This design comes from an exercise in tuning for small area, a short achievable clock period and few clock cycles on the open sky130 flow, not from production work. The RTL was checked by simulation tests, not by an equivalence proof against the original design. Power figures rest on the tool's default switching activity, not on a simulated workload.

`standard.sh`:
```
#!/bin/bash
# synth_recipe.tcl (not shown) runs the flow's synth.tcl, then flattens the netlist and writes it again
# the make line also repeats each setting of config.mk as NAME=value (left out here)
make -C /OpenROAD-flow-scripts/flow DESIGN_CONFIG=/design/flow/config.mk WORK_HOME=/design/flow/orfs CLKGATE_MAP_FILE= SYNTH_SCRIPT=/design/flow/synth_recipe.tcl "${@:-finish}"
```
`flow/run.sh`:
```
#!/bin/bash
# The standard layout, with faster port buffers (buf_2 instead of the
# default delay-cell buffer) so register-to-port paths are not limited by them.
set -euo pipefail
bash standard.sh "BUFFER_PORTS_ARGS=-buffer_cell sky130_fd_sc_hd__buf_2" finish > standard_flow.log 2>&1
```
`config.mk`:
```
export PLATFORM = sky130hd
export DESIGN_NAME = multiplier
export DESIGN_NICKNAME = multiplier
export VERILOG_FILES = /design/flow/design.v
export SDC_FILE = /design/flow/constraint.sdc
export NUM_CORES = 4
export LEC_CHECK = 0
export CAP_MARGIN = 20
export CORE_MARGIN = 2
export CORE_UTILIZATION = 40
export SETUP_SLACK_MARGIN = 3.7
export SLEW_MARGIN = 20
export SYNTH_HIERARCHICAL = 1
```
`design.v`:
```
module multiplier ( input  wire clk, start, is_signed,
                    input  wire [31:0] a, b,
                    output wire [63:0] s,
                    output reg  done
                   );
  reg  [32:0] ar;             
  wire [32:0] ar_d;
  reg  [33:0] sr, cr;         
  reg  [31:0] l;              
  reg         ci;             
  reg  [7:0] plx, ply;      
  reg  [3:0] e1, e2, en;     
  reg         corr;           
  reg  [2:0] st;
  reg         cl;             
  reg         f0;             
  reg  [31:0] hr;             
  wire fin = (st == 3'd4);
  wire sq1 = sr[0] & ~f0;
  wire cq2 = cr[0] & ~f0;
  wire sq3 = sr[1] & ~f0;
  wire cq4 = cr[1] & ~f0;
  wire sq5 = sr[2] & ~f0;
  wire cq6 = cr[2] & ~f0;
  wire sq7 = sr[3] & ~f0;
  wire cq8 = cr[3] & ~f0;
  wire sq9 = sr[4] & ~f0;
  wire cq10 = cr[4] & ~f0;
  wire sq11 = sr[5] & ~f0;
  wire cq12 = cr[5] & ~f0;
  wire sq13 = sr[6] & ~f0;
  wire cq14 = cr[6] & ~f0;
  wire sq15 = sr[7] & ~f0;
  wire cq16 = cr[7] & ~f0;
  wire sq17 = sr[8] & ~f0;
  wire cq18 = cr[8] & ~f0;
  wire sq19 = sr[9] & ~f0;
  wire cq20 = cr[9] & ~f0;
  wire sq21 = sr[10] & ~f0;
  wire cq22 = cr[10] & ~f0;
  wire sq23 = sr[11] & ~f0;
  wire cq24 = cr[11] & ~f0;
  wire sq25 = sr[12] & ~f0;
  wire cq26 = cr[12] & ~f0;
  wire sq27 = sr[13] & ~f0;
  wire cq28 = cr[13] & ~f0;
  wire sq29 = sr[14] & ~f0;
  wire cq30 = cr[14] & ~f0;
  wire sq31 = sr[15] & ~f0;
  wire cq32 = cr[15] & ~f0;
  wire sq33 = sr[16] & ~f0;
  wire cq34 = cr[16] & ~f0;
  wire sq35 = sr[17] & ~f0;
  wire cq36 = cr[17] & ~f0;
  wire sq37 = sr[18] & ~f0;
  wire cq38 = cr[18] & ~f0;
  wire sq39 = sr[19] & ~f0;
  wire cq40 = cr[19] & ~f0;
  wire sq41 = sr[20] & ~f0;
  wire cq42 = cr[20] & ~f0;
  wire sq43 = sr[21] & ~f0;
  wire cq44 = cr[21] & ~f0;
  wire sq45 = sr[22] & ~f0;
  wire cq46 = cr[22] & ~f0;
  wire sq47 = sr[23] & ~f0;
  wire cq48 = cr[23] & ~f0;
  wire sq49 = sr[24] & ~f0;
  wire cq50 = cr[24] & ~f0;
  wire sq51 = sr[25] & ~f0;
  wire cq52 = cr[25] & ~f0;
  wire sq53 = sr[26] & ~f0;
  wire cq54 = cr[26] & ~f0;
  wire sq55 = sr[27] & ~f0;
  wire cq56 = cr[27] & ~f0;
  wire sq57 = sr[28] & ~f0;
  wire cq58 = cr[28] & ~f0;
  wire sq59 = sr[29] & ~f0;
  wire cq60 = cr[29] & ~f0;
  wire sq61 = sr[30] & ~f0;
  wire cq62 = cr[30] & ~f0;
  wire sq63 = sr[31] & ~f0;
  wire cq64 = cr[31] & ~f0;
  wire sq65 = sr[32] & ~f0;
  wire cq66 = cr[32] & ~f0;
  wire sq67 = sr[33] & ~f0;
  wire cq68 = cr[33] & ~f0;
  wire pp69 = (e1[0] & ar[0]) ^ en[0];
  wire pp70;
  PP u71 (e1[0], e2[0], en[0], ar[1], ar[0], pp70);
  wire pp72;
  PP u73 (e1[0], e2[0], en[0], ar[2], ar[1], pp72);
  wire pp74;
  PP u75 (e1[0], e2[0], en[0], ar[3], ar[2], pp74);
  wire pp76;
  PP u77 (e1[0], e2[0], en[0], ar[4], ar[3], pp76);
  wire pp78;
  PP u79 (e1[0], e2[0], en[0], ar[5], ar[4], pp78);
  wire pp80;
  PP u81 (e1[0], e2[0], en[0], ar[6], ar[5], pp80);
  wire pp82;
  PP u83 (e1[0], e2[0], en[0], ar[7], ar[6], pp82);
  wire pp84;
  PP u85 (e1[0], e2[0], en[0], ar[8], ar[7], pp84);
  wire pp86;
  PP u87 (e1[0], e2[0], en[0], ar[9], ar[8], pp86);
  wire pp88;
  PP u89 (e1[0], e2[0], en[0], ar[10], ar[9], pp88);
  wire pp90;
  PP u91 (e1[0], e2[0], en[0], ar[11], ar[10], pp90);
  wire pp92;
  PP u93 (e1[0], e2[0], en[0], ar[12], ar[11], pp92);
  wire pp94;
  PP u95 (e1[0], e2[0], en[0], ar[13], ar[12], pp94);
  wire pp96;
  PP u97 (e1[0], e2[0], en[0], ar[14], ar[13], pp96);
  wire pp98;
  PP u99 (e1[0], e2[0], en[0], ar[15], ar[14], pp98);
  wire pp100;
  PP u101 (e1[0], e2[0], en[0], ar[16], ar[15], pp100);
  wire pp102;
  PP u103 (e1[0], e2[0], en[0], ar[17], ar[16], pp102);
  wire pp104;
  PP u105 (e1[0], e2[0], en[0], ar[18], ar[17], pp104);
  wire pp106;
  PP u107 (e1[0], e2[0], en[0], ar[19], ar[18], pp106);
  wire pp108;
  PP u109 (e1[0], e2[0], en[0], ar[20], ar[19], pp108);
  wire pp110;
  PP u111 (e1[0], e2[0], en[0], ar[21], ar[20], pp110);
  wire pp112;
  PP u113 (e1[0], e2[0], en[0], ar[22], ar[21], pp112);
  wire pp114;
  PP u115 (e1[0], e2[0], en[0], ar[23], ar[22], pp114);
  wire pp116;
  PP u117 (e1[0], e2[0], en[0], ar[24], ar[23], pp116);
  wire pp118;
  PP u119 (e1[0], e2[0], en[0], ar[25], ar[24], pp118);
  wire pp120;
  PP u121 (e1[0], e2[0], en[0], ar[26], ar[25], pp120);
  wire pp122;
  PP u123 (e1[0], e2[0], en[0], ar[27], ar[26], pp122);
  wire pp124;
  PP u125 (e1[0], e2[0], en[0], ar[28], ar[27], pp124);
  wire pp126;
  PP u127 (e1[0], e2[0], en[0], ar[29], ar[28], pp126);
  wire pp128;
  PP u129 (e1[0], e2[0], en[0], ar[30], ar[29], pp128);
  wire pp130;
  PP u131 (e1[0], e2[0], en[0], ar[31], ar[30], pp130);
  wire pp132;
  PP u133 (e1[0], e2[0], en[0], ar[32], ar[31], pp132);
  wire sg134 = ~(((e1[0] | e2[0]) & ar[32]) ^ en[0]);
  wire pp135 = (e1[1] & ar[0]) ^ en[1];
  wire pp136;
  PP u137 (e1[1], e2[1], en[1], ar[1], ar[0], pp136);
  wire pp138;
  PP u139 (e1[1], e2[1], en[1], ar[2], ar[1], pp138);
  wire pp140;
  PP u141 (e1[1], e2[1], en[1], ar[3], ar[2], pp140);
  wire pp142;
  PP u143 (e1[1], e2[1], en[1], ar[4], ar[3], pp142);
  wire pp144;
  PP u145 (e1[1], e2[1], en[1], ar[5], ar[4], pp144);
  wire pp146;
  PP u147 (e1[1], e2[1], en[1], ar[6], ar[5], pp146);
  wire pp148;
  PP u149 (e1[1], e2[1], en[1], ar[7], ar[6], pp148);
  wire pp150;
  PP u151 (e1[1], e2[1], en[1], ar[8], ar[7], pp150);
  wire pp152;
  PP u153 (e1[1], e2[1], en[1], ar[9], ar[8], pp152);
  wire pp154;
  PP u155 (e1[1], e2[1], en[1], ar[10], ar[9], pp154);
  wire pp156;
  PP u157 (e1[1], e2[1], en[1], ar[11], ar[10], pp156);
  wire pp158;
  PP u159 (e1[1], e2[1], en[1], ar[12], ar[11], pp158);
  wire pp160;
  PP u161 (e1[1], e2[1], en[1], ar[13], ar[12], pp160);
  wire pp162;
  PP u163 (e1[1], e2[1], en[1], ar[14], ar[13], pp162);
  wire pp164;
  PP u165 (e1[1], e2[1], en[1], ar[15], ar[14], pp164);
  wire pp166;
  PP u167 (e1[1], e2[1], en[1], ar[16], ar[15], pp166);
  wire pp168;
  PP u169 (e1[1], e2[1], en[1], ar[17], ar[16], pp168);
  wire pp170;
  PP u171 (e1[1], e2[1], en[1], ar[18], ar[17], pp170);
  wire pp172;
  PP u173 (e1[1], e2[1], en[1], ar[19], ar[18], pp172);
  wire pp174;
  PP u175 (e1[1], e2[1], en[1], ar[20], ar[19], pp174);
  wire pp176;
  PP u177 (e1[1], e2[1], en[1], ar[21], ar[20], pp176);
  wire pp178;
  PP u179 (e1[1], e2[1], en[1], ar[22], ar[21], pp178);
  wire pp180;
  PP u181 (e1[1], e2[1], en[1], ar[23], ar[22], pp180);
  wire pp182;
  PP u183 (e1[1], e2[1], en[1], ar[24], ar[23], pp182);
  wire pp184;
  PP u185 (e1[1], e2[1], en[1], ar[25], ar[24], pp184);
  wire pp186;
  PP u187 (e1[1], e2[1], en[1], ar[26], ar[25], pp186);
  wire pp188;
  PP u189 (e1[1], e2[1], en[1], ar[27], ar[26], pp188);
  wire pp190;
  PP u191 (e1[1], e2[1], en[1], ar[28], ar[27], pp190);
  wire pp192;
  PP u193 (e1[1], e2[1], en[1], ar[29], ar[28], pp192);
  wire pp194;
  PP u195 (e1[1], e2[1], en[1], ar[30], ar[29], pp194);
  wire pp196;
  PP u197 (e1[1], e2[1], en[1], ar[31], ar[30], pp196);
  wire pp198;
  PP u199 (e1[1], e2[1], en[1], ar[32], ar[31], pp198);
  wire sg200 = ~(((e1[1] | e2[1]) & ar[32]) ^ en[1]);
  wire pp201 = (e1[2] & ar[0]) ^ en[2];
  wire pp202;
  PP u203 (e1[2], e2[2], en[2], ar[1], ar[0], pp202);
  wire pp204;
  PP u205 (e1[2], e2[2], en[2], ar[2], ar[1], pp204);
  wire pp206;
  PP u207 (e1[2], e2[2], en[2], ar[3], ar[2], pp206);
  wire pp208;
  PP u209 (e1[2], e2[2], en[2], ar[4], ar[3], pp208);
  wire pp210;
  PP u211 (e1[2], e2[2], en[2], ar[5], ar[4], pp210);
  wire pp212;
  PP u213 (e1[2], e2[2], en[2], ar[6], ar[5], pp212);
  wire pp214;
  PP u215 (e1[2], e2[2], en[2], ar[7], ar[6], pp214);
  wire pp216;
  PP u217 (e1[2], e2[2], en[2], ar[8], ar[7], pp216);
  wire pp218;
  PP u219 (e1[2], e2[2], en[2], ar[9], ar[8], pp218);
  wire pp220;
  PP u221 (e1[2], e2[2], en[2], ar[10], ar[9], pp220);
  wire pp222;
  PP u223 (e1[2], e2[2], en[2], ar[11], ar[10], pp222);
  wire pp224;
  PP u225 (e1[2], e2[2], en[2], ar[12], ar[11], pp224);
  wire pp226;
  PP u227 (e1[2], e2[2], en[2], ar[13], ar[12], pp226);
  wire pp228;
  PP u229 (e1[2], e2[2], en[2], ar[14], ar[13], pp228);
  wire pp230;
  PP u231 (e1[2], e2[2], en[2], ar[15], ar[14], pp230);
  wire pp232;
  PP u233 (e1[2], e2[2], en[2], ar[16], ar[15], pp232);
  wire pp234;
  PP u235 (e1[2], e2[2], en[2], ar[17], ar[16], pp234);
  wire pp236;
  PP u237 (e1[2], e2[2], en[2], ar[18], ar[17], pp236);
  wire pp238;
  PP u239 (e1[2], e2[2], en[2], ar[19], ar[18], pp238);
  wire pp240;
  PP u241 (e1[2], e2[2], en[2], ar[20], ar[19], pp240);
  wire pp242;
  PP u243 (e1[2], e2[2], en[2], ar[21], ar[20], pp242);
  wire pp244;
  PP u245 (e1[2], e2[2], en[2], ar[22], ar[21], pp244);
  wire pp246;
  PP u247 (e1[2], e2[2], en[2], ar[23], ar[22], pp246);
  wire pp248;
  PP u249 (e1[2], e2[2], en[2], ar[24], ar[23], pp248);
  wire pp250;
  PP u251 (e1[2], e2[2], en[2], ar[25], ar[24], pp250);
  wire pp252;
  PP u253 (e1[2], e2[2], en[2], ar[26], ar[25], pp252);
  wire pp254;
  PP u255 (e1[2], e2[2], en[2], ar[27], ar[26], pp254);
  wire pp256;
  PP u257 (e1[2], e2[2], en[2], ar[28], ar[27], pp256);
  wire pp258;
  PP u259 (e1[2], e2[2], en[2], ar[29], ar[28], pp258);
  wire pp260;
  PP u261 (e1[2], e2[2], en[2], ar[30], ar[29], pp260);
  wire pp262;
  PP u263 (e1[2], e2[2], en[2], ar[31], ar[30], pp262);
  wire pp264;
  PP u265 (e1[2], e2[2], en[2], ar[32], ar[31], pp264);
  wire sg266 = ~(((e1[2] | e2[2]) & ar[32]) ^ en[2]);
  wire pp267 = (e1[3] & ar[0]) ^ en[3];
  wire pp268;
  PP u269 (e1[3], e2[3], en[3], ar[1], ar[0], pp268);
  wire pp270;
  PP u271 (e1[3], e2[3], en[3], ar[2], ar[1], pp270);
  wire pp272;
  PP u273 (e1[3], e2[3], en[3], ar[3], ar[2], pp272);
  wire pp274;
  PP u275 (e1[3], e2[3], en[3], ar[4], ar[3], pp274);
  wire pp276;
  PP u277 (e1[3], e2[3], en[3], ar[5], ar[4], pp276);
  wire pp278;
  PP u279 (e1[3], e2[3], en[3], ar[6], ar[5], pp278);
  wire pp280;
  PP u281 (e1[3], e2[3], en[3], ar[7], ar[6], pp280);
  wire pp282;
  PP u283 (e1[3], e2[3], en[3], ar[8], ar[7], pp282);
  wire pp284;
  PP u285 (e1[3], e2[3], en[3], ar[9], ar[8], pp284);
  wire pp286;
  PP u287 (e1[3], e2[3], en[3], ar[10], ar[9], pp286);
  wire pp288;
  PP u289 (e1[3], e2[3], en[3], ar[11], ar[10], pp288);
  wire pp290;
  PP u291 (e1[3], e2[3], en[3], ar[12], ar[11], pp290);
  wire pp292;
  PP u293 (e1[3], e2[3], en[3], ar[13], ar[12], pp292);
  wire pp294;
  PP u295 (e1[3], e2[3], en[3], ar[14], ar[13], pp294);
  wire pp296;
  PP u297 (e1[3], e2[3], en[3], ar[15], ar[14], pp296);
  wire pp298;
  PP u299 (e1[3], e2[3], en[3], ar[16], ar[15], pp298);
  wire pp300;
  PP u301 (e1[3], e2[3], en[3], ar[17], ar[16], pp300);
  wire pp302;
  PP u303 (e1[3], e2[3], en[3], ar[18], ar[17], pp302);
  wire pp304;
  PP u305 (e1[3], e2[3], en[3], ar[19], ar[18], pp304);
  wire pp306;
  PP u307 (e1[3], e2[3], en[3], ar[20], ar[19], pp306);
  wire pp308;
  PP u309 (e1[3], e2[3], en[3], ar[21], ar[20], pp308);
  wire pp310;
  PP u311 (e1[3], e2[3], en[3], ar[22], ar[21], pp310);
  wire pp312;
  PP u313 (e1[3], e2[3], en[3], ar[23], ar[22], pp312);
  wire pp314;
  PP u315 (e1[3], e2[3], en[3], ar[24], ar[23], pp314);
  wire pp316;
  PP u317 (e1[3], e2[3], en[3], ar[25], ar[24], pp316);
  wire pp318;
  PP u319 (e1[3], e2[3], en[3], ar[26], ar[25], pp318);
  wire pp320;
  PP u321 (e1[3], e2[3], en[3], ar[27], ar[26], pp320);
  wire pp322;
  PP u323 (e1[3], e2[3], en[3], ar[28], ar[27], pp322);
  wire pp324;
  PP u325 (e1[3], e2[3], en[3], ar[29], ar[28], pp324);
  wire pp326;
  PP u327 (e1[3], e2[3], en[3], ar[30], ar[29], pp326);
  wire pp328;
  PP u329 (e1[3], e2[3], en[3], ar[31], ar[30], pp328);
  wire pp330;
  PP u331 (e1[3], e2[3], en[3], ar[32], ar[31], pp330);
  wire sg332 = ~(((e1[3] | e2[3]) & ar[32]) ^ en[3]);
  wire pc333 = cl & ar[0];
  wire pc334 = cl & ar[1];
  wire pc335 = cl & ar[2];
  wire pc336 = cl & ar[3];
  wire pc337 = cl & ar[4];
  wire pc338 = cl & ar[5];
  wire pc339 = cl & ar[6];
  wire pc340 = cl & ar[7];
  wire pc341 = cl & ar[8];
  wire pc342 = cl & ar[9];
  wire pc343 = cl & ar[10];
  wire pc344 = cl & ar[11];
  wire pc345 = cl & ar[12];
  wire pc346 = cl & ar[13];
  wire pc347 = cl & ar[14];
  wire pc348 = cl & ar[15];
  wire pc349 = cl & ar[16];
  wire pc350 = cl & ar[17];
  wire pc351 = cl & ar[18];
  wire pc352 = cl & ar[19];
  wire pc353 = cl & ar[20];
  wire pc354 = cl & ar[21];
  wire pc355 = cl & ar[22];
  wire pc356 = cl & ar[23];
  wire pc357 = cl & ar[24];
  wire pc358 = cl & ar[25];
  wire pc359 = cl & ar[26];
  wire pc360 = cl & ar[27];
  wire pc361 = cl & ar[28];
  wire pc362 = cl & ar[29];
  wire pc363 = cl & ar[30];
  wire pc364 = cl & ar[31];
  wire cf365 = ~pp198;
  wire cf366 = ~pp264;
  wire cf367 = ~pp330;
  wire _w1, _w2;
  FX u368 (en[0], cq2, sq1, _w1, _w2);
  wire _w3, _w4;
  FX u369 (cq4, sq3, pp70, _w3, _w4);
  wire _w5, _w6;
  FX u370 (en[1], cq6, sq5, _w5, _w6);
  wire _w7, _w8;
  FX u371 (pp135, pp72, _w5, _w7, _w8);
  wire _w9, _w10;
  FX u372 (cq8, sq7, pp136, _w9, _w10);
  wire _w11, _w12;
  FX u373 (pp74, _w6, _w9, _w11, _w12);
  wire _w13, _w14;
  FX u374 (en[2], cq10, sq9, _w13, _w14);
  wire _w15, _w16;
  FX u375 (pp138, pp201, pp76, _w15, _w16);
  wire _w17, _w18;
  FX u376 (_w13, _w10, _w15, _w17, _w18);
  wire _w19, _w20;
  FX u377 (cq12, sq11, pp140, _w19, _w20);
  wire _w21, _w22;
  FX u378 (pp202, pp78, _w14, _w21, _w22);
  wire _w23, _w24;
  FX u379 (_w19, _w16, _w21, _w23, _w24);
  wire _w25, _w26;
  FX u380 (en[3], cq14, sq13, _w25, _w26);
  wire _w27, _w28;
  FX u381 (pp142, pp204, pp267, _w27, _w28);
  wire _w29, _w30;
  FX u382 (pp80, _w25, _w20, _w29, _w30);
  wire _w31, _w32;
  FX u383 (_w27, _w22, _w29, _w31, _w32);
  wire _w33, _w34;
  FX u384 (cq16, sq15, pp144, _w33, _w34);
  wire _w35, _w36;
  FX u385 (pp206, pp268, pp82, _w35, _w36);
  wire _w37, _w38;
  FX u386 (_w26, _w33, _w28, _w37, _w38);
  wire _w39, _w40;
  FX u387 (_w35, _w30, _w37, _w39, _w40);
  wire _w41, _w42;
  FX u388 (cq18, sq17, pp146, _w41, _w42);
  wire _w43, _w44;
  FX u389 (pp208, pp270, pp84, _w43, _w44);
  wire _w45, _w46;
  FX u390 (pc333, _w41, _w34, _w45, _w46);
  wire _w47, _w48;
  FX u391 (_w36, _w43, _w38, _w47, _w48);
  wire _w49, _w50;
  HX u392 (_w45, _w47, _w49, _w50);
  wire _w51, _w52;
  FX u393 (cq20, sq19, pp148, _w51, _w52);
  wire _w53, _w54;
  FX u394 (pp210, pp272, pp86, _w53, _w54);
  wire _w55, _w56;
  FX u395 (pc334, _w51, _w42, _w55, _w56);
  wire _w57, _w58;
  FX u396 (_w44, _w53, _w46, _w57, _w58);
  wire _w59, _w60;
  FX u397 (_w55, _w57, _w48, _w59, _w60);
  wire _w61, _w62;
  FX u398 (cq22, sq21, pp150, _w61, _w62);
  wire _w63, _w64;
  FX u399 (pp212, pp274, pp88, _w63, _w64);
  wire _w65, _w66;
  FX u400 (pc335, _w61, _w52, _w65, _w66);
  wire _w67, _w68;
  FX u401 (_w54, _w63, _w56, _w67, _w68);
  wire _w69, _w70;
  FX u402 (_w65, _w67, _w58, _w69, _w70);
  wire _w71, _w72;
  FX u403 (cq24, sq23, pp152, _w71, _w72);
  wire _w73, _w74;
  FX u404 (pp214, pp276, pp90, _w73, _w74);
  wire _w75, _w76;
  FX u405 (pc336, _w71, _w62, _w75, _w76);
  wire _w77, _w78;
  FX u406 (_w64, _w73, _w66, _w77, _w78);
  wire _w79, _w80;
  FX u407 (_w75, _w77, _w68, _w79, _w80);
  wire _w81, _w82;
  FX u408 (cq26, sq25, pp154, _w81, _w82);
  wire _w83, _w84;
  FX u409 (pp216, pp278, pp92, _w83, _w84);
  wire _w85, _w86;
  FX u410 (pc337, _w81, _w72, _w85, _w86);
  wire _w87, _w88;
  FX u411 (_w74, _w83, _w76, _w87, _w88);
  wire _w89, _w90;
  FX u412 (_w85, _w87, _w78, _w89, _w90);
  wire _w91, _w92;
  FX u413 (cq28, sq27, pp156, _w91, _w92);
  wire _w93, _w94;
  FX u414 (pp218, pp280, pp94, _w93, _w94);
  wire _w95, _w96;
  FX u415 (pc338, _w91, _w82, _w95, _w96);
  wire _w97, _w98;
  FX u416 (_w84, _w93, _w86, _w97, _w98);
  wire _w99, _w100;
  FX u417 (_w95, _w97, _w88, _w99, _w100);
  wire _w101, _w102;
  FX u418 (cq30, sq29, pp158, _w101, _w102);
  wire _w103, _w104;
  FX u419 (pp220, pp282, pp96, _w103, _w104);
  wire _w105, _w106;
  FX u420 (pc339, _w101, _w92, _w105, _w106);
  wire _w107, _w108;
  FX u421 (_w94, _w103, _w96, _w107, _w108);
  wire _w109, _w110;
  FX u422 (_w105, _w107, _w98, _w109, _w110);
  wire _w111, _w112;
  FX u423 (cq32, sq31, pp160, _w111, _w112);
  wire _w113, _w114;
  FX u424 (pp222, pp284, pp98, _w113, _w114);
  wire _w115, _w116;
  FX u425 (pc340, _w111, _w102, _w115, _w116);
  wire _w117, _w118;
  FX u426 (_w104, _w113, _w106, _w117, _w118);
  wire _w119, _w120;
  FX u427 (_w115, _w117, _w108, _w119, _w120);
  wire _w121, _w122;
  FX u428 (cq34, sq33, pp100, _w121, _w122);
  wire _w123, _w124;
  FX u429 (pp162, pp224, pp286, _w123, _w124);
  wire _w125, _w126;
  FX u430 (pc341, _w121, _w112, _w125, _w126);
  wire _w127, _w128;
  FX u431 (_w114, _w123, _w116, _w127, _w128);
  wire _w129, _w130;
  FX u432 (_w125, _w127, _w118, _w129, _w130);
  wire _w131, _w132;
  FX u433 (cq36, sq35, pp102, _w131, _w132);
  wire _w133, _w134;
  FX u434 (pp164, pp226, pp288, _w133, _w134);
  wire _w135, _w136;
  FX u435 (pc342, _w131, _w122, _w135, _w136);
  wire _w137, _w138;
  FX u436 (_w124, _w133, _w126, _w137, _w138);
  wire _w139, _w140;
  FX u437 (_w135, _w137, _w128, _w139, _w140);
  wire _w141, _w142;
  FX u438 (cq38, sq37, pp104, _w141, _w142);
  wire _w143, _w144;
  FX u439 (pp166, pp228, pp290, _w143, _w144);
  wire _w145, _w146;
  FX u440 (pc343, _w141, _w132, _w145, _w146);
  wire _w147, _w148;
  FX u441 (_w134, _w143, _w136, _w147, _w148);
  wire _w149, _w150;
  FX u442 (_w145, _w147, _w138, _w149, _w150);
  wire _w151, _w152;
  FX u443 (cq40, sq39, pp106, _w151, _w152);
  wire _w153, _w154;
  FX u444 (pp168, pp230, pp292, _w153, _w154);
  wire _w155, _w156;
  FX u445 (pc344, _w151, _w142, _w155, _w156);
  wire _w157, _w158;
  FX u446 (_w144, _w153, _w146, _w157, _w158);
  wire _w159, _w160;
  FX u447 (_w155, _w157, _w148, _w159, _w160);
  wire _w161, _w162;
  FX u448 (cq42, sq41, pp108, _w161, _w162);
  wire _w163, _w164;
  FX u449 (pp170, pp232, pp294, _w163, _w164);
  wire _w165, _w166;
  FX u450 (pc345, _w161, _w152, _w165, _w166);
  wire _w167, _w168;
  FX u451 (_w154, _w163, _w156, _w167, _w168);
  wire _w169, _w170;
  FX u452 (_w165, _w167, _w158, _w169, _w170);
  wire _w171, _w172;
  FX u453 (cq44, sq43, pp110, _w171, _w172);
  wire _w173, _w174;
  FX u454 (pp172, pp234, pp296, _w173, _w174);
  wire _w175, _w176;
  FX u455 (pc346, _w171, _w162, _w175, _w176);
  wire _w177, _w178;
  FX u456 (_w164, _w173, _w166, _w177, _w178);
  wire _w179, _w180;
  FX u457 (_w175, _w177, _w168, _w179, _w180);
  wire _w181, _w182;
  FX u458 (cq46, sq45, pp112, _w181, _w182);
  wire _w183, _w184;
  FX u459 (pp174, pp236, pp298, _w183, _w184);
  wire _w185, _w186;
  FX u460 (pc347, _w181, _w172, _w185, _w186);
  wire _w187, _w188;
  FX u461 (_w174, _w183, _w176, _w187, _w188);
  wire _w189, _w190;
  FX u462 (_w185, _w187, _w178, _w189, _w190);
  wire _w191, _w192;
  FX u463 (cq48, sq47, pp114, _w191, _w192);
  wire _w193, _w194;
  FX u464 (pp176, pp238, pp300, _w193, _w194);
  wire _w195, _w196;
  FX u465 (pc348, _w191, _w182, _w195, _w196);
  wire _w197, _w198;
  FX u466 (_w184, _w193, _w186, _w197, _w198);
  wire _w199, _w200;
  FX u467 (_w195, _w197, _w188, _w199, _w200);
  wire _w201, _w202;
  FX u468 (cq50, sq49, pp116, _w201, _w202);
  wire _w203, _w204;
  FX u469 (pp178, pp240, pp302, _w203, _w204);
  wire _w205, _w206;
  FX u470 (pc349, _w201, _w192, _w205, _w206);
  wire _w207, _w208;
  FX u471 (_w194, _w203, _w196, _w207, _w208);
  wire _w209, _w210;
  FX u472 (_w205, _w207, _w198, _w209, _w210);
  wire _w211, _w212;
  FX u473 (cq52, sq51, pp118, _w211, _w212);
  wire _w213, _w214;
  FX u474 (pp180, pp242, pp304, _w213, _w214);
  wire _w215, _w216;
  FX u475 (pc350, _w211, _w202, _w215, _w216);
  wire _w217, _w218;
  FX u476 (_w204, _w213, _w206, _w217, _w218);
  wire _w219, _w220;
  FX u477 (_w215, _w217, _w208, _w219, _w220);
  wire _w221, _w222;
  FX u478 (cq54, sq53, pp120, _w221, _w222);
  wire _w223, _w224;
  FX u479 (pp182, pp244, pp306, _w223, _w224);
  wire _w225, _w226;
  FX u480 (pc351, _w221, _w212, _w225, _w226);
  wire _w227, _w228;
  FX u481 (_w214, _w223, _w216, _w227, _w228);
  wire _w229, _w230;
  FX u482 (_w225, _w227, _w218, _w229, _w230);
  wire _w231, _w232;
  FX u483 (cq56, sq55, pp122, _w231, _w232);
  wire _w233, _w234;
  FX u484 (pp184, pp246, pp308, _w233, _w234);
  wire _w235, _w236;
  FX u485 (pc352, _w231, _w222, _w235, _w236);
  wire _w237, _w238;
  FX u486 (_w224, _w233, _w226, _w237, _w238);
  wire _w239, _w240;
  FX u487 (_w235, _w237, _w228, _w239, _w240);
  wire _w241, _w242;
  FX u488 (cq58, sq57, pp124, _w241, _w242);
  wire _w243, _w244;
  FX u489 (pp186, pp248, pp310, _w243, _w244);
  wire _w245, _w246;
  FX u490 (pc353, _w241, _w232, _w245, _w246);
  wire _w247, _w248;
  FX u491 (_w234, _w243, _w236, _w247, _w248);
  wire _w249, _w250;
  FX u492 (_w245, _w247, _w238, _w249, _w250);
  wire _w251, _w252;
  FX u493 (cq60, sq59, pp126, _w251, _w252);
  wire _w253, _w254;
  FX u494 (pp188, pp250, pp312, _w253, _w254);
  wire _w255, _w256;
  FX u495 (pc354, _w251, _w242, _w255, _w256);
  wire _w257, _w258;
  FX u496 (_w244, _w253, _w246, _w257, _w258);
  wire _w259, _w260;
  FX u497 (_w255, _w257, _w248, _w259, _w260);
  wire _w261, _w262;
  FX u498 (cq62, sq61, pp128, _w261, _w262);
  wire _w263, _w264;
  FX u499 (pp190, pp252, pp314, _w263, _w264);
  wire _w265, _w266;
  FX u500 (pc355, _w261, _w252, _w265, _w266);
  wire _w267, _w268;
  FX u501 (_w254, _w263, _w256, _w267, _w268);
  wire _w269, _w270;
  FX u502 (_w265, _w267, _w258, _w269, _w270);
  wire _w271, _w272;
  FX u503 (cq64, sq63, pp130, _w271, _w272);
  wire _w273, _w274;
  FX u504 (pp192, pp254, pp316, _w273, _w274);
  wire _w275, _w276;
  FX u505 (pc356, _w271, _w262, _w275, _w276);
  wire _w277, _w278;
  FX u506 (_w264, _w273, _w266, _w277, _w278);
  wire _w279, _w280;
  FX u507 (_w275, _w277, _w268, _w279, _w280);
  wire _w281, _w282;
  FX u508 (cq66, sq65, pp132, _w281, _w282);
  wire _w283, _w284;
  FX u509 (pp194, pp256, pp318, _w283, _w284);
  wire _w285, _w286;
  FX u510 (pc357, _w281, _w272, _w285, _w286);
  wire _w287, _w288;
  FX u511 (_w274, _w283, _w276, _w287, _w288);
  wire _w289, _w290;
  FX u512 (_w285, _w287, _w278, _w289, _w290);
  wire _w291, _w292;
  FX u513 (f0, cq68, sq67, _w291, _w292);
  wire _w293, _w294;
  FX u514 (pp196, pp258, pp320, _w293, _w294);
  wire _w295, _w296;
  FX u515 (sg134, pc358, _w291, _w295, _w296);
  wire _w297, _w298;
  FX u516 (_w282, _w284, _w293, _w297, _w298);
  wire _w299, _w300;
  FX u517 (_w295, _w286, _w297, _w299, _w300);
  wire _w301, _w302;
  HX u518 (_w288, _w299, _w301, _w302);
  wire _w303, _w304;
  FX u519 (cf365, pp260, pp322, _w303, _w304);
  wire _w305, _w306;
  FX u520 (pc359, _w292, _w294, _w305, _w306);
  wire _w307, _w308;
  FX u521 (_w303, _w296, _w305, _w307, _w308);
  wire _w309, _w310;
  FX u522 (_w298, _w307, _w300, _w309, _w310);
  wire _w311, _w312;
  FX u523 (pp198, pp262, pp324, _w311, _w312);
  wire _w313, _w314;
  FX u524 (sg200, pc360, _w304, _w313, _w314);
  wire _w315, _w316;
  FX u525 (_w311, _w313, _w306, _w315, _w316);
  wire _w317, _w318;
  HX u526 (_w315, _w308, _w317, _w318);
  wire _w319, _w320;
  FX u527 (cf366, pp326, pc361, _w319, _w320);
  wire _w321, _w322;
  FX u528 (_w312, _w319, _w314, _w321, _w322);
  wire _w323, _w324;
  HX u529 (_w321, _w316, _w323, _w324);
  wire _w325, _w326;
  FX u530 (pp264, pp328, sg266, _w325, _w326);
  wire _w327, _w328;
  FX u531 (pc362, _w320, _w325, _w327, _w328);
  wire _w329, _w330;
  HX u532 (_w327, _w322, _w329, _w330);
  wire _w331, _w332;
  FX u533 (cf367, pc363, _w326, _w331, _w332);
  wire _w333, _w334;
  HX u534 (_w331, _w328, _w333, _w334);
  wire _w335, _w336;
  FX u535 (pp330, sg332, pc364, _w335, _w336);
  wire _w337, _w338;
  HX u536 (_w335, _w332, _w337, _w338);
  wire _w339, _w340;
  HX u537 (1'b1, _w336, _w339, _w340);
  wire [41:0] tx = {_w340, _w338, _w334, _w330, _w324, _w318, _w310, _w302, _w290, _w280, _w270, _w260, _w250, _w240, _w230, _w220, _w210, _w200, _w190, _w180, _w170, _w160, _w150, _w140, _w130, _w120, _w110, _w100, _w90, _w80, _w70, _w60, _w50, _w40, _w32, _w24, _w18, _w12, _w8, _w4, _w2, pp69};
  wire [41:0] ty = {1'b0, _w339, _w337, _w333, _w329, _w323, _w317, _w309, _w301, _w289, _w279, _w269, _w259, _w249, _w239, _w229, _w219, _w209, _w199, _w189, _w179, _w169, _w159, _w149, _w139, _w129, _w119, _w109, _w99, _w89, _w79, _w69, _w59, _w49, _w39, _w31, _w23, _w17, _w11, _w7, _w3, _w1};
  wire [8:0] lo = f0 ? 9'd0 : plx + ply + ci;
  wire g538, g539;
  PGN u540 (fx[0], fy[0], g538, g539);
  wire g541, g542;
  PGN u543 (fx[1], fy[1], g541, g542);
  wire g544, g545;
  PGN u546 (fx[2], fy[2], g544, g545);
  wire g547, g548;
  PGN u549 (fx[3], fy[3], g547, g548);
  wire g550, g551;
  PGN u552 (fx[4], fy[4], g550, g551);
  wire g553, g554;
  PGN u555 (fx[5], fy[5], g553, g554);
  wire g556, g557;
  PGN u558 (fx[6], fy[6], g556, g557);
  wire g559, g560;
  PGN u561 (fx[7], fy[7], g559, g560);
  wire g562, g563;
  PGN u564 (fx[8], fy[8], g562, g563);
  wire g565, g566;
  PGN u567 (fx[9], fy[9], g565, g566);
  wire g568, g569;
  PGN u570 (fx[10], fy[10], g568, g569);
  wire g571, g572;
  PGN u573 (fx[11], fy[11], g571, g572);
  wire g574, g575;
  PGN u576 (fx[12], fy[12], g574, g575);
  wire g577, g578;
  PGN u579 (fx[13], fy[13], g577, g578);
  wire g580, g581;
  PGN u582 (fx[14], fy[14], g580, g581);
  wire g583, g584;
  PGN u585 (fx[15], fy[15], g583, g584);
  wire g586, g587;
  PGN u588 (fx[16], fy[16], g586, g587);
  wire g589, g590;
  PGN u591 (fx[17], fy[17], g589, g590);
  wire g592, g593;
  PGN u594 (fx[18], fy[18], g592, g593);
  wire g595, g596;
  PGN u597 (fx[19], fy[19], g595, g596);
  wire g598, g599;
  PGN u600 (fx[20], fy[20], g598, g599);
  wire g601, g602;
  PGN u603 (fx[21], fy[21], g601, g602);
  wire g604, g605;
  PGN u606 (fx[22], fy[22], g604, g605);
  wire g607, g608;
  PGN u609 (fx[23], fy[23], g607, g608);
  wire g610, g611;
  PGN u612 (fx[24], fy[24], g610, g611);
  wire g613, g614;
  PGN u615 (fx[25], fy[25], g613, g614);
  wire g616, g617;
  PGN u618 (fx[26], fy[26], g616, g617);
  wire g619, g620;
  PGN u621 (fx[27], fy[27], g619, g620);
  wire g622, g623;
  PGN u624 (fx[28], fy[28], g622, g623);
  wire g625, g626;
  PGN u627 (fx[29], fy[29], g625, g626);
  wire g628, g629;
  PGN u630 (fx[30], fy[30], g628, g629);
  wire g631, g632;
  PGN u633 (fx[31], fy[31], g631, g632);
  wire g634, g635;
  PGN u636 (fx[32], fy[32], g634, g635);
  wire g637, g638;
  PGN u639 (fx[33], fy[33], g637, g638);
  wire g640, g641;
  PGN u642 (fx[34], fy[34], g640, g641);
  wire g643, g644;
  PGN u645 (fx[35], fy[35], g643, g644);
  wire g646, g647;
  PGN u648 (fx[36], fy[36], g646, g647);
  wire g649, g650;
  PGN u651 (fx[37], fy[37], g649, g650);
  wire g652, g653;
  PGN u654 (fx[38], fy[38], g652, g653);
  wire g655, g656;
  PGN u657 (fx[39], fy[39], g655, g656);
  wire n658 = ~ci;
  wire k659;
  NODEI u660 (g539, g538, n658, k659);
  wire k661, k662;
  NODEIP u663 (g545, g544, g542, g541, k661, k662);
  wire k664, k665;
  NODEIP u666 (g551, g550, g548, g547, k664, k665);
  wire k667, k668;
  NODEIP u669 (g557, g556, g554, g553, k667, k668);
  wire k670, k671;
  NODEIP u672 (g563, g562, g560, g559, k670, k671);
  wire k673, k674;
  NODEIP u675 (g569, g568, g566, g565, k673, k674);
  wire k676, k677;
  NODEIP u678 (g575, g574, g572, g571, k676, k677);
  wire k679, k680;
  NODEIP u681 (g581, g580, g578, g577, k679, k680);
  wire k682, k683;
  NODEIP u684 (g587, g586, g584, g583, k682, k683);
  wire k685, k686;
  NODEIP u687 (g593, g592, g590, g589, k685, k686);
  wire k688, k689;
  NODEIP u690 (g599, g598, g596, g595, k688, k689);
  wire k691, k692;
  NODEIP u693 (g605, g604, g602, g601, k691, k692);
  wire k694, k695;
  NODEIP u696 (g611, g610, g608, g607, k694, k695);
  wire k697, k698;
  NODEIP u699 (g617, g616, g614, g613, k697, k698);
  wire k700, k701;
  NODEIP u702 (g623, g622, g620, g619, k700, k701);
  wire k703, k704;
  NODEIP u705 (g629, g628, g626, g625, k703, k704);
  wire k706, k707;
  NODEIP u708 (g635, g634, g632, g631, k706, k707);
  wire k709, k710;
  NODEIP u711 (g641, g640, g638, g637, k709, k710);
  wire k712, k713;
  NODEIP u714 (g647, g646, g644, g643, k712, k713);
  wire k715, k716;
  NODEIP u717 (g653, g652, g650, g649, k715, k716);
  wire n718 = ~k659;
  wire k719;
  NODEI u720 (g542, g541, n718, k719);
  wire k721;
  NODE u722 (k661, k662, k659, k721);
  wire n723 = ~k664;
  wire n724 = ~k665;
  wire k725, k726;
  NODEIP u727 (g554, g553, n723, n724, k725, k726);
  wire k728, k729;
  NODEP u730 (k667, k668, k664, k665, k728, k729);
  wire n731 = ~k670;
  wire n732 = ~k671;
  wire k733, k734;
  NODEIP u735 (g566, g565, n731, n732, k733, k734);
  wire k736, k737;
  NODEP u738 (k673, k674, k670, k671, k736, k737);
  wire n739 = ~k676;
  wire n740 = ~k677;
  wire k741, k742;
  NODEIP u743 (g578, g577, n739, n740, k741, k742);
  wire k744, k745;
  NODEP u746 (k679, k680, k676, k677, k744, k745);
  wire n747 = ~k682;
  wire n748 = ~k683;
  wire k749, k750;
  NODEIP u751 (g590, g589, n747, n748, k749, k750);
  wire k752, k753;
  NODEP u754 (k685, k686, k682, k683, k752, k753);
  wire n755 = ~k688;
  wire n756 = ~k689;
  wire k757, k758;
  NODEIP u759 (g602, g601, n755, n756, k757, k758);
  wire k760, k761;
  NODEP u762 (k691, k692, k688, k689, k760, k761);
  wire n763 = ~k694;
  wire n764 = ~k695;
  wire k765, k766;
  NODEIP u767 (g614, g613, n763, n764, k765, k766);
  wire k768, k769;
  NODEP u770 (k697, k698, k694, k695, k768, k769);
  wire n771 = ~k700;
  wire n772 = ~k701;
  wire k773, k774;
  NODEIP u775 (g626, g625, n771, n772, k773, k774);
  wire k776, k777;
  NODEP u778 (k703, k704, k700, k701, k776, k777);
  wire n779 = ~k706;
  wire n780 = ~k707;
  wire k781, k782;
  NODEIP u783 (g638, g637, n779, n780, k781, k782);
  wire k784, k785;
  NODEP u786 (k709, k710, k706, k707, k784, k785);
  wire n787 = ~k712;
  wire n788 = ~k713;
  wire k789, k790;
  NODEIP u791 (g650, g649, n787, n788, k789, k790);
  wire k792, k793;
  NODEP u794 (k715, k716, k712, k713, k792, k793);
  wire k795;
  NODEI u796 (g548, g547, k721, k795);
  wire n797 = ~k721;
  wire k798;
  NODE u799 (k664, k665, n797, k798);
  wire k800;
  NODE u801 (k725, k726, n797, k800);
  wire k802;
  NODEI u803 (k728, k729, k721, k802);
  wire k804, k805;
  NODEIP u806 (g572, g571, k736, k737, k804, k805);
  wire n807 = ~k736;
  wire n808 = ~k737;
  wire k809, k810;
  NODEP u811 (k676, k677, n807, n808, k809, k810);
  wire k812, k813;
  NODEP u814 (k741, k742, n807, n808, k812, k813);
  wire k815, k816;
  NODEIP u817 (k744, k745, k736, k737, k815, k816);
  wire k818, k819;
  NODEIP u820 (g596, g595, k752, k753, k818, k819);
  wire n821 = ~k752;
  wire n822 = ~k753;
  wire k823, k824;
  NODEP u825 (k688, k689, n821, n822, k823, k824);
  wire k826, k827;
  NODEP u828 (k757, k758, n821, n822, k826, k827);
  wire k829, k830;
  NODEIP u831 (k760, k761, k752, k753, k829, k830);
  wire k832, k833;
  NODEIP u834 (g620, g619, k768, k769, k832, k833);
  wire n835 = ~k768;
  wire n836 = ~k769;
  wire k837, k838;
  NODEP u839 (k700, k701, n835, n836, k837, k838);
  wire k840, k841;
  NODEP u842 (k773, k774, n835, n836, k840, k841);
  wire k843, k844;
  NODEIP u845 (k776, k777, k768, k769, k843, k844);
  wire k846, k847;
  NODEIP u848 (g644, g643, k784, k785, k846, k847);
  wire n849 = ~k784;
  wire n850 = ~k785;
  wire k851, k852;
  NODEP u853 (k712, k713, n849, n850, k851, k852);
  wire k854, k855;
  NODEP u856 (k789, k790, n849, n850, k854, k855);
  wire k857, k858;
  NODEIP u859 (k792, k793, k784, k785, k857, k858);
  wire n860 = ~k802;
  wire k861;
  NODEI u862 (g560, g559, n860, k861);
  wire k863;
  NODE u864 (k670, k671, k802, k863);
  wire k865;
  NODE u866 (k733, k734, k802, k865);
  wire k867;
  NODEI u868 (k736, k737, n860, k867);
  wire k869;
  NODE u870 (k804, k805, k802, k869);
  wire k871;
  NODEI u872 (k809, k810, n860, k871);
  wire k873;
  NODEI u874 (k812, k813, n860, k873);
  wire k875;
  NODE u876 (k815, k816, k802, k875);
  wire n877 = ~k829;
  wire n878 = ~k830;
  wire k879, k880;
  NODEIP u881 (g608, g607, n877, n878, k879, k880);
  wire k882, k883;
  NODEP u884 (k694, k695, k829, k830, k882, k883);
  wire k885, k886;
  NODEP u887 (k765, k766, k829, k830, k885, k886);
  wire k888, k889;
  NODEIP u890 (k768, k769, n877, n878, k888, k889);
  wire k891, k892;
  NODEP u893 (k832, k833, k829, k830, k891, k892);
  wire k894, k895;
  NODEIP u896 (k837, k838, n877, n878, k894, k895);
  wire k897, k898;
  NODEIP u899 (k840, k841, n877, n878, k897, k898);
  wire k900, k901;
  NODEP u902 (k843, k844, k829, k830, k900, k901);
  wire n903 = ~k857;
  wire n904 = ~k858;
  wire k905, k906;
  NODEIP u907 (g656, g655, n903, n904, k905, k906);
  wire k908;
  NODEI u909 (g584, g583, k875, k908);
  wire n910 = ~k875;
  wire k911;
  NODE u912 (k682, k683, n910, k911);
  wire k913;
  NODE u914 (k749, k750, n910, k913);
  wire k915;
  NODEI u916 (k752, k753, k875, k915);
  wire k917;
  NODE u918 (k818, k819, n910, k917);
  wire k919;
  NODEI u920 (k823, k824, k875, k919);
  wire k921;
  NODEI u922 (k826, k827, k875, k921);
  wire k923;
  NODE u924 (k829, k830, n910, k923);
  wire k925;
  NODE u926 (k879, k880, n910, k925);
  wire k927;
  NODEI u928 (k882, k883, k875, k927);
  wire k929;
  NODEI u930 (k885, k886, k875, k929);
  wire k931;
  NODE u932 (k888, k889, n910, k931);
  wire k933;
  NODEI u934 (k891, k892, k875, k933);
  wire k935;
  NODE u936 (k894, k895, n910, k935);
  wire k937;
  NODE u938 (k897, k898, n910, k937);
  wire k939;
  NODEI u940 (k900, k901, k875, k939);
  wire n941 = ~k939;
  wire k942;
  NODEI u943 (g632, g631, n941, k942);
  wire k944;
  NODE u945 (k706, k707, k939, k944);
  wire k946;
  NODE u947 (k781, k782, k939, k946);
  wire k948;
  NODEI u949 (k784, k785, n941, k948);
  wire k950;
  NODE u951 (k846, k847, k939, k950);
  wire k952;
  NODEI u953 (k851, k852, n941, k952);
  wire k954;
  NODEI u955 (k854, k855, n941, k954);
  wire k956;
  NODE u957 (k857, k858, k939, k956);
  wire k958;
  NODE u959 (k905, k906, k939, k958);
  wire r960 = ~(g538 ^ ci);
  wire r961 = ~(g541 ^ k659);
  wire r962 = ~(g544 ^ k719);
  wire r963 = g547 ^ k721;
  wire r964 = ~(g550 ^ k795);
  wire r965 = g553 ^ k798;
  wire r966 = g556 ^ k800;
  wire r967 = ~(g559 ^ k802);
  wire r968 = ~(g562 ^ k861);
  wire r969 = g565 ^ k863;
  wire r970 = g568 ^ k865;
  wire r971 = ~(g571 ^ k867);
  wire r972 = g574 ^ k869;
  wire r973 = ~(g577 ^ k871);
  wire r974 = ~(g580 ^ k873);
  wire r975 = g583 ^ k875;
  wire r976 = ~(g586 ^ k908);
  wire r977 = g589 ^ k911;
  wire r978 = g592 ^ k913;
  wire r979 = ~(g595 ^ k915);
  wire r980 = g598 ^ k917;
  wire r981 = ~(g601 ^ k919);
  wire r982 = ~(g604 ^ k921);
  wire r983 = g607 ^ k923;
  wire r984 = g610 ^ k925;
  wire r985 = ~(g613 ^ k927);
  wire r986 = ~(g616 ^ k929);
  wire r987 = g619 ^ k931;
  wire r988 = ~(g622 ^ k933);
  wire r989 = g625 ^ k935;
  wire r990 = g628 ^ k937;
  wire r991 = ~(g631 ^ k939);
  wire r992 = ~(g634 ^ k942);
  wire r993 = g637 ^ k944;
  wire r994 = g640 ^ k946;
  wire r995 = ~(g643 ^ k948);
  wire r996 = g646 ^ k950;
  wire r997 = ~(g649 ^ k952);
  wire r998 = ~(g652 ^ k954);
  wire r999 = g655 ^ k956;
  wire [39:0] fx = {sr[31:0], plx};
  wire [39:0] fy = {cr[31:0], ply};
  wire [39:0] fsum = {r999, r998, r997, r996, r995, r994, r993, r992, r991, r990, r989, r988, r987, r986, r985, r984, r983, r982, r981, r980, r979, r978, r977, r976, r975, r974, r973, r972, r971, r970, r969, r968, r967, r966, r965, r964, r963, r962, r961, r960};
  wire [8:0] bw = {b[7:0], 1'b0};
  wire [8:0] lw = l[15:7];
  wire [3:0] b1, b2, bn, l1, l2, ln;
  genvar g;
  generate
    for (g = 0; g < 4; g = g + 1) begin : enc
      ENC eb (bw[2*g+2], bw[2*g+1], bw[2*g], b1[g], b2[g], bn[g]);
      ENC el (lw[2*g+2], lw[2*g+1], lw[2*g], l1[g], l2[g], ln[g]);
    end
  endgenerate
  assign s = {hr, l};
  always @(posedge clk) begin
    sr  <= tx[41:8];
    cr  <= ty[41:8];
    plx <= tx[7:0];
    ply <= ty[7:0];
    ci  <= lo[8];
    f0  <= start;
  end
  always @(posedge clk)
    if (fin && !done)
      hr <= fsum[39:8];
  always @(posedge clk)
    if (start) begin
      l    <= b;
      corr <= b[31] & ~is_signed;
      cl   <= 1'b0;
      st   <= 3'd0;
      done <= 1'b0;
    end else if (!done) begin
      st <= st + 3'd1;
      cl <= corr & (st == 3'd2);
      if (fin) begin
        l    <= {fsum[7:0], l[31:8]};
        done <= 1'b1;
      end else begin
        l   <= {lo[7:0], l[31:8]};
      end
    end
  wire [32:0] a_in = {is_signed & a[31], a};
  generate
    for (g = 0; g < 33; g = g + 1) begin : hold_a
      MX ma (start, a_in[g], ar[g], ar_d[g]);
    end
  endgenerate
  always @(posedge clk) ar <= ar_d;
  always @(posedge clk)
    if (start) begin
      e1 <= b1;
      e2 <= b2;
      en <= bn;
    end else begin
      e1 <= l1;
      e2 <= l2;
      en <= ln;
    end
endmodule
module ENC (input wire b2, b1, b0, output wire one, two, neg);
  assign one = b1 ^ b0;
  assign two = (b2 & ~b1 & ~b0) | (~b2 & b1 & b0);
  assign neg = b2 & ~(b1 & b0);
endmodule
module MX (input wire s, a, b, output wire y);
  assign y = s ? a : b;
endmodule
module PP (input wire one, two, neg, x, y, output wire p);
  assign p = ((one & x) | (two & y)) ^ neg;
endmodule
module FA (input wire x, y, z, output wire s, c);
  assign s = x ^ y ^ z;
  assign c = (x & y) | (x & z) | (y & z);
endmodule
module FX (input wire x, y, z, output wire s, c);
  wire t;
  X2 x1 (x, y, t);
  X2 x2 (t, z, s);
  MAJ m (x, y, z, c);
endmodule
module X2 (input wire x, y, output wire s);
  assign s = x ^ y;
endmodule
module MAJ (input wire x, y, z, output wire c);
  assign c = (x & y) | (x & z) | (y & z);
endmodule
module HA (input wire x, y, output wire s, c);
  assign s = x ^ y;
  assign c = x & y;
endmodule
module HX (input wire x, y, output wire s, c);
  X2 u1 (x, y, s);
  AN2 u2 (x, y, c);
endmodule
module AN2 (input wire x, y, output wire s);
  assign s = x & y;
endmodule
module PGN (input wire x, y, output wire pn, gn);
  XN2 p (x, y, pn);
  ND2 g (x, y, gn);
endmodule
module XN2 (input wire x, y, output wire s);
  assign s = ~(x ^ y);
endmodule
module ND2 (input wire x, y, output wire s);
  assign s = ~(x & y);
endmodule
module NODE (input wire gh, ph, gl, output wire gn);
  assign gn = ~(gh | (ph & gl));
endmodule
module NODEP (input wire gh, ph, gl, pl, output wire gn, pn);
  assign gn = ~(gh | (ph & gl));
  assign pn = ~(ph & pl);
endmodule
module NODEI (input wire ghn, phn, gln, output wire g);
  assign g = ~(ghn & (phn | gln));
endmodule
module NODEIP (input wire ghn, phn, gln, pln, output wire g, p);
  assign g = ~(ghn & (phn | gln));
  assign p = ~(phn | pln);
endmodule
```
`constraint.sdc`:
```
create_clock -name core_clock -period 6.0 [get_ports {clk}]
set_input_delay 1.2000 -clock core_clock [delete_from_list [all_inputs] [get_ports {clk}]]
set_output_delay 1.2000 -clock core_clock [all_outputs]
set_load 0.01 [all_outputs]
```
==> results.sh, run 1 <==
export IMPL_portBuffers=131
export IMPL_wl_per_cell_um=20.4
export IMPL_hold_viol=0
export IMPL_grt_usage_pct=23.2
export IMPL_rsz0062_at_grt="true"
export IMPL_status="complete, no violations"
export IMPL_cp_arrival_ps=2950
export IMPL_htree_levels=4
export IMPL_place_area_mm2=0.0185
export IMPL_start_util_pct=40.4
export IMPL_yosysWarnings=7
export IMPL_cts_root_buf="clkbuf_16"
export IMPL_power_density_mw_per_mm2=687
export IMPL_design_area_mm2=0.0222
export IMPL_vias_per_cell=5.24
export IMPL_min_period_ps=2590
export IMPL_syn_instance_count=1612
export IMPL_ir_drop_mv=0.272
export IMPL_ioPinCount=132
export IMPL_slew_violations=0
export IMPL_timing_fmax_mhz=386
export IMPL_grt_max_degree=47
export IMPL_place_congestion=0.804
export IMPL_cts_buffers=17
export IMPL_ant_nets=0
export IMPL_syn_cell_area_mm2=0.0169
export IMPL_vias=13154
export IMPL_max_cap_viol_count=0
export IMPL_syn_area_per_cell_um2=10.5
export IMPL_clkSlewWorstSetupHoldPaths_ps=80
export IMPL_stdcell_count=2509
export IMPL_criticalPathCategory="flip-flop to flip-flop"
export IMPL_hold_buffers=0
export IMPL_die_area_mm2=0.0439
export IMPL_setup_violations=0
export IMPL_grt_pass1_wl_um=76900
export IMPL_routed_wl_um=51100
export IMPL_period_share_pct=43.1
export IMPL_first_iter_violations=628
export IMPL_dieHeight_um=209
export IMPL_finalCoreUtilization_pct=53.1
export IMPL_cts_sinks=200
export IMPL_cts_tree="yes"
export IMPL_dp_hpwl_um=30600
export IMPL_worst_pin_slew_ps=561
export IMPL_clk_path_buf_depth=2
export IMPL_antenna_cells=0
export IMPL_worst_setup_path_start_kind="flip-flop"
export IMPL_dp_cells=2274
export IMPL_relSlewSlack_pct=62.6
export IMPL_crit_required_ps=6360
export IMPL_grt_pass1_vias=13149
export IMPL_total_leakage_power_nw=9.20
export IMPL_clk_latency_ps=480
export IMPL_hp_class="flip-flop to flip-flop"
export IMPL_tns_ps=0
export IMPL_final_nets=2044
export IMPL_skew_ps=13.5
export IMPL_rows=75
export IMPL_grt_ovfl_total=0
export IMPL_core_mm2=0.0419
export IMPL_drc=0
export IMPL_path_max_fanout=8
export IMPL_synthToLayoutAreaGrowth_pct=31.6
export IMPL_firstDrtPassIters=5
export IMPL_drive_gt1_share_pct=52.6
export IMPL_die_w_um=209
export IMPL_antenna_found_initial=0
export IMPL_critPathCaptureType="flip-flop"
[sequential cells by signal, summed over array words and instances, names as in the netlist]
| register | flops |
|---|---|
| ar | 33 |
| ci | 1 |
| cl | 1 |
| corr | 1 |
| cr | 33 |
| done | 1 |
| e1 | 4 |
| e2 | 4 |
| en | 4 |
| f0 | 1 |
| hr | 32 |
| l | 32 |
| plx | 8 |
| ply | 8 |
| sr | 34 |
| st | 3 |
[stage by stage]
stage / power (mW) / hold slack [ps] / setup WS [ps]
floorplan: 9.92 / 486 / 3640
global placement: 11.5 / 475 / 3020
detailed placement: 11.6 / 486 / 2980
CTS: 14.3 / 505 / 3520
global route: 16.4 / 549 / 3340
finish: 15.3 / 504 / 3410
[power breakdown]
| part | switching, mW | leakage, nW | total, mW | internal [mW] |
|---|---|---|---|---|
| clock | 0.620 | 0.293 | 1.22 | 0.599 |
| sequential | 0.601 | 1.79 | 2.75 | 2.15 |
| combinational | 5.73 | 7.12 | 11.3 | 5.58 |
[worst max-delay path, stage by stage, from the launching register on]
cell	delay [ps]
dfxtp_4	430
buf_12	160
buf_16	120
buf_12	120
a22oi_2	210
xnor2_2	100
maj3_2	340
maj3_2	340
maj3_2	330
maj3_2	290
[final cells by class]
cell class                      instances  area (µm²)
Timing Repair Buffer                  339        2960
Clock inverter                         15         173
Clock buffer                           17         425
Tap cell                              539         674
Inverter                               40         156
Sequential cell                       200        4800
Multi-Input combinational cell       1359       13000
Fill cell                            3664       19600
[placed cells by master (no fill, tap or decap), types with 3 or more instances in the layout]
cell / instances
mux2_4: 33
o21ai_1: 21
xnor2_2: 86
xor2_1: 337
maj3_2: 162
a21oi_2: 37
nor2b_1: 77
o21ai_4: 5
dfxtp_1: 65
a21oi_4: 3
buf_6: 25
inv_1: 37
xnor2_1: 105
buf_12: 37
nand2b_1: 11
o21ai_0: 8
ha_1: 18
edfxtp_1: 65
nor2_2: 14
conb_1: 7
a22oi_2: 128
buf_2: 130
and2_1: 39
o21ai_2: 42
nand2_1: 73
nor3_1: 6
a21oi_1: 7
nor2_1: 37
o22ai_2: 8
clkbuf_16: 17
buf_16: 9
buf_4: 138
xor2_2: 22
mux2_2: 38
inv_8: 6
dfxtp_4: 22
a211oi_2: 3
dfxtp_2: 48
[what timing repair did]
action                                  in CTS  in global routing
gates resized for setup                    141                 94
cloned                                       8                  0
buffers inserted                           128                 67
pin swaps                                  152                159
endpoints found under the setup margin     127                120
[layer usage]
layer	up-vias	global-route usage, %	part of all wire [%]
met1	6505	30.0	44
li1	6298	-	-
met2	275	38.5	48
met5	-	0	0
met4	0	8.24	3.0
met3	76	4.86	4.9
[final timing paths]
kind,cells after the start,startpoint,to,slack (ps)
max,9,e1[1],sr[8],3410
min,2,cl,cl,500
max reg2reg,9,e1[1],sr[8],3410
min reg2reg,2,cl,cl,500
Testbench counts, summed over its fixed seeds: cycles 9,600.
==> run 2: changes to the inputs <==
--- a/config.mk
+++ b/config.mk
@@ -8,6 +8,6 @@
 export CAP_MARGIN = 20
 export CORE_MARGIN = 2
-export CORE_UTILIZATION = 40
-export SETUP_SLACK_MARGIN = 3.7
+export CORE_UTILIZATION = 50
+export SETUP_SLACK_MARGIN = 3.5
 export SLEW_MARGIN = 20
 export SYNTH_HIERARCHICAL = 1
==> run 2 against run 1 <==
Worst hold slack better by 37 ps. Register-to-register slack better by 80 ps. Sequential share of layout area is 1.7 points higher. Cell count is 8.4% lower. Still clean on timing, DRC and antenna. Non-clock buffer count is 122 lower. Critical path depth stayed put. Synthesized area stayed put. Synthesized cell count stayed put. Core utilization is 8.1 points higher. Via count is 6.2% lower. Setup slack better by 82 ps.
==> results.sh, run 2 <==
export IMPL_status="complete, no violations"
export IMPL_syn_area_per_cell_um2=10.5
export IMPL_final_nets=1922
export IMPL_slew_violations=0
export IMPL_ant_nets=0
export IMPL_cts_tree="yes"
export IMPL_grt_pass1_wl_um=70300
export IMPL_crit_required_ps=6350
export IMPL_grt_ovfl_total=0
export IMPL_dieHeight_um=188
export IMPL_dp_cells=2184
export IMPL_vias=12343
export IMPL_rsz0062_at_grt="true"
export IMPL_drive_gt1_share_pct=44.9
export IMPL_skew_ps=14.1
export IMPL_core_mm2=0.0334
export IMPL_p_clk_share_pct=9.0
export IMPL_max_cap_viol_count=0
export IMPL_critPathCaptureType="flip-flop"
export IMPL_swShare_pct=47.2
export IMPL_grt_usage_pct=25.8
export IMPL_p_sw_mw=6.67
export IMPL_die_w_um=188
export IMPL_crit_path_frequent_cell="xor2_1"
export IMPL_grt_max_degree=55
export IMPL_htree_levels=4
export IMPL_vias_per_cell=5.37
export IMPL_hold_slack_ps=541
export IMPL_p_comb_share_pct=72.2
export IMPL_tns_ps=0
export IMPL_setup_violations=0
export IMPL_ioPinCount=132
export IMPL_finalCoreUtilization_pct=61.2
export IMPL_power_internal_mw=7.45
export IMPL_cts_buffers=17
export IMPL_worst_setup_path_start_kind="flip-flop"
export IMPL_place_area_mm2=0.0182
export IMPL_grt_pass1_vias=12465
export IMPL_clk_path_buf_depth=2
export IMPL_period_share_pct=41.8
export IMPL_layout_setup_ws_ps=3490
export IMPL_first_iter_violations=624
export IMPL_syn_cell_area_mm2=0.0169
export IMPL_die_area_mm2=0.0353
export IMPL_hp_start="corr"
export IMPL_path_max_fanout=8
export IMPL_cp_arrival_ps=2860
export IMPL_largestRegisters="sr: 34 flops, ar: 33 flops, cr: 33 flops"
export IMPL_clk_latency_ps=460
export IMPL_stdcell_count=2297
export IMPL_hp_class="flip-flop to flip-flop"
export IMPL_clkSlewWorstSetupHoldPaths_ps=80
export IMPL_drc=0
export IMPL_rows=67
export IMPL_worst_pin_slew_ps=594
export IMPL_power_mw=14.1
export IMPL_power_density_mw_per_mm2=691
export IMPL_crit_start="e1[1]"
export IMPL_relSlewSlack_pct=60.3
export IMPL_total_leakage_power_nw=8.28
export IMPL_routed_wl_um=45600
export IMPL_ir_drop_mv=0.354
export IMPL_cts_root_buf="clkbuf_16"
export IMPL_synthToLayoutAreaGrowth_pct=20.9
export IMPL_timing_fmax_mhz=399
export IMPL_start_util_pct=50.6
export IMPL_wl_per_cell_um=19.8
export IMPL_largest_reg_flops=34
export IMPL_mostFrequentLayoutCell="xor2_1"
export IMPL_worst_path_largest_cell_delay_ps=420
export IMPL_rr_startpoint="e1[1]"
export IMPL_syn_instance_count=1612
export IMPL_criticalPathCategory="flip-flop to flip-flop"
export IMPL_dp_hpwl_um=30300
export IMPL_firstDrtPassIters=5
export IMPL_crit_path_cell_trace="buf_4 > a22oi_2 > xnor2_2 > xor2_1 > xor2_1 > xor2_1 > xor2_1 > xor2_1 > xor2_1"
export IMPL_final_cell_mix="xor2_1, maj3_2, xnor2_1"
export IMPL_hold_viol=0
export IMPL_dp_slack_ps=2870
export IMPL_cts_sinks=200
export IMPL_seq_power_share_pct=18.8
export IMPL_design_area_mm2=0.0204
export IMPL_min_period_ps=2510
export IMPL_cp_slowest_cell="dfxtp_4"
export IMPL_portBuffers=131
export IMPL_antenna_found_initial=1
export IMPL_place_congestion=0.821
export IMPL_top_register="sr"
export IMPL_yosysWarnings=7
==> run 2: changes by cell type in the layout (fill, tap and decap cells not counted), sizes merged <==
| cell | delta |
|---|---|
| buf | -122 |
| inv | -4 |
| bufinv | +2 |
| diode | +1 |
| clkinv | -1 |
| clkinvlp | +1 |
| clkbuf | +2 |
==> run 2: cell type report <==
cell class	instances	area [µm²]
sequential	200	4760
inverter	40	154
clock buffer	19	433
tap	448	561
clock inverter	13	188
timing repair buffer	217	1700
antenna	1	2.50
multi-input combinational	1359	12600
fill	2929	12900
==> run 2: per-layer routing <==
| metal | up-vias | GRT usage [%] | routed length (µm) |
|---|---|---|---|
| li1 | 6028 | - | - |
| met1 | 6035 | 33.9 | 20900 |
| met2 | 225 | 43.7 | 22100 |
| met3 | 55 | 4.21 | 1810 |
| met4 | 0 | 7.09 | 815 |
| met5 | - | 0 | 0 |
==> run 2: worst paths after layout <==
path,to,slack [ps],depth (start not counted)
setup / recovery,cr[21],3490,9
hold / removal,cl,540,2
setup reg to reg,cr[21],3490,9
hold reg to reg,cl,540,2
==> run 2: repair_timing <==
| item | in CTS | in global routing |
|---|---|---|
| hold buffers | 0 | 0 |
| resized for setup | 47 | 87 |
| endpoints found under the hold margin | 0 | 0 |
| setup endpoints to repair | 124 | 58 |
| pin swaps | 1 | 43 |
| setup buffers | 40 | 40 |
==> run 2: power groups by stage <==
stage / Combinational [mW] / Sequential (mW) / Clock (mW)
after floorplan: 7.17 / 2.69 / 0
after global placement: 8.80 / 2.90 / 0
after detailed placement: 8.89 / 2.90 / 0
after CTS: 9.47 / 2.69 / 1.29
after global routing: 11.1 / 2.72 / 1.34
final: 10.2 / 2.66 / 1.27
==> run 2: critical path: cells and delay by family (launching register included) <==
family | cells | cell delay (ps)
buffers and inverters | 1 | 150
AO/OA/AOI/OAI | 1 | 190
flip-flops | 1 | 420
XOR/XNOR | 7 | 1640

## static timing again, ports no longer ideal
The flow's constraints put no driver on any port. The routed layouts listed below were extracted and timed again, unchanged, in two steps.
Step 1: set_driving_cell puts a clkbuf_16 on clk and a buf_2 on each other input, an assumption about the parent block.
Step 2 also shifts input and output timing later by t, the mid clock arrival at the registers, as if the neighbouring blocks saw the same clock.
a / b / c = no drivers / after step 1 / after step 2; a / b = the first two.
run | t (ns) | slack for setup (ns) | hold WS [ns] | worst setup path at the end | clock arrival spread, ns
run 1 | 0.528 | 3.412 / 3.412 / 3.334 | 0.504 / 0.504 / 0.504 | input to register | 0.013 / 0.014
run 2 | 0.509 | 3.494 / 3.489 / 3.167 | 0.541 / 0.541 / 0.541 | input to register | 0.014 / 0.014
After both steps every run listed still meets setup and hold. The setup slack of run 2, which loses most, moves by -0.005 ns with the drivers and by -0.327 ns with both steps.
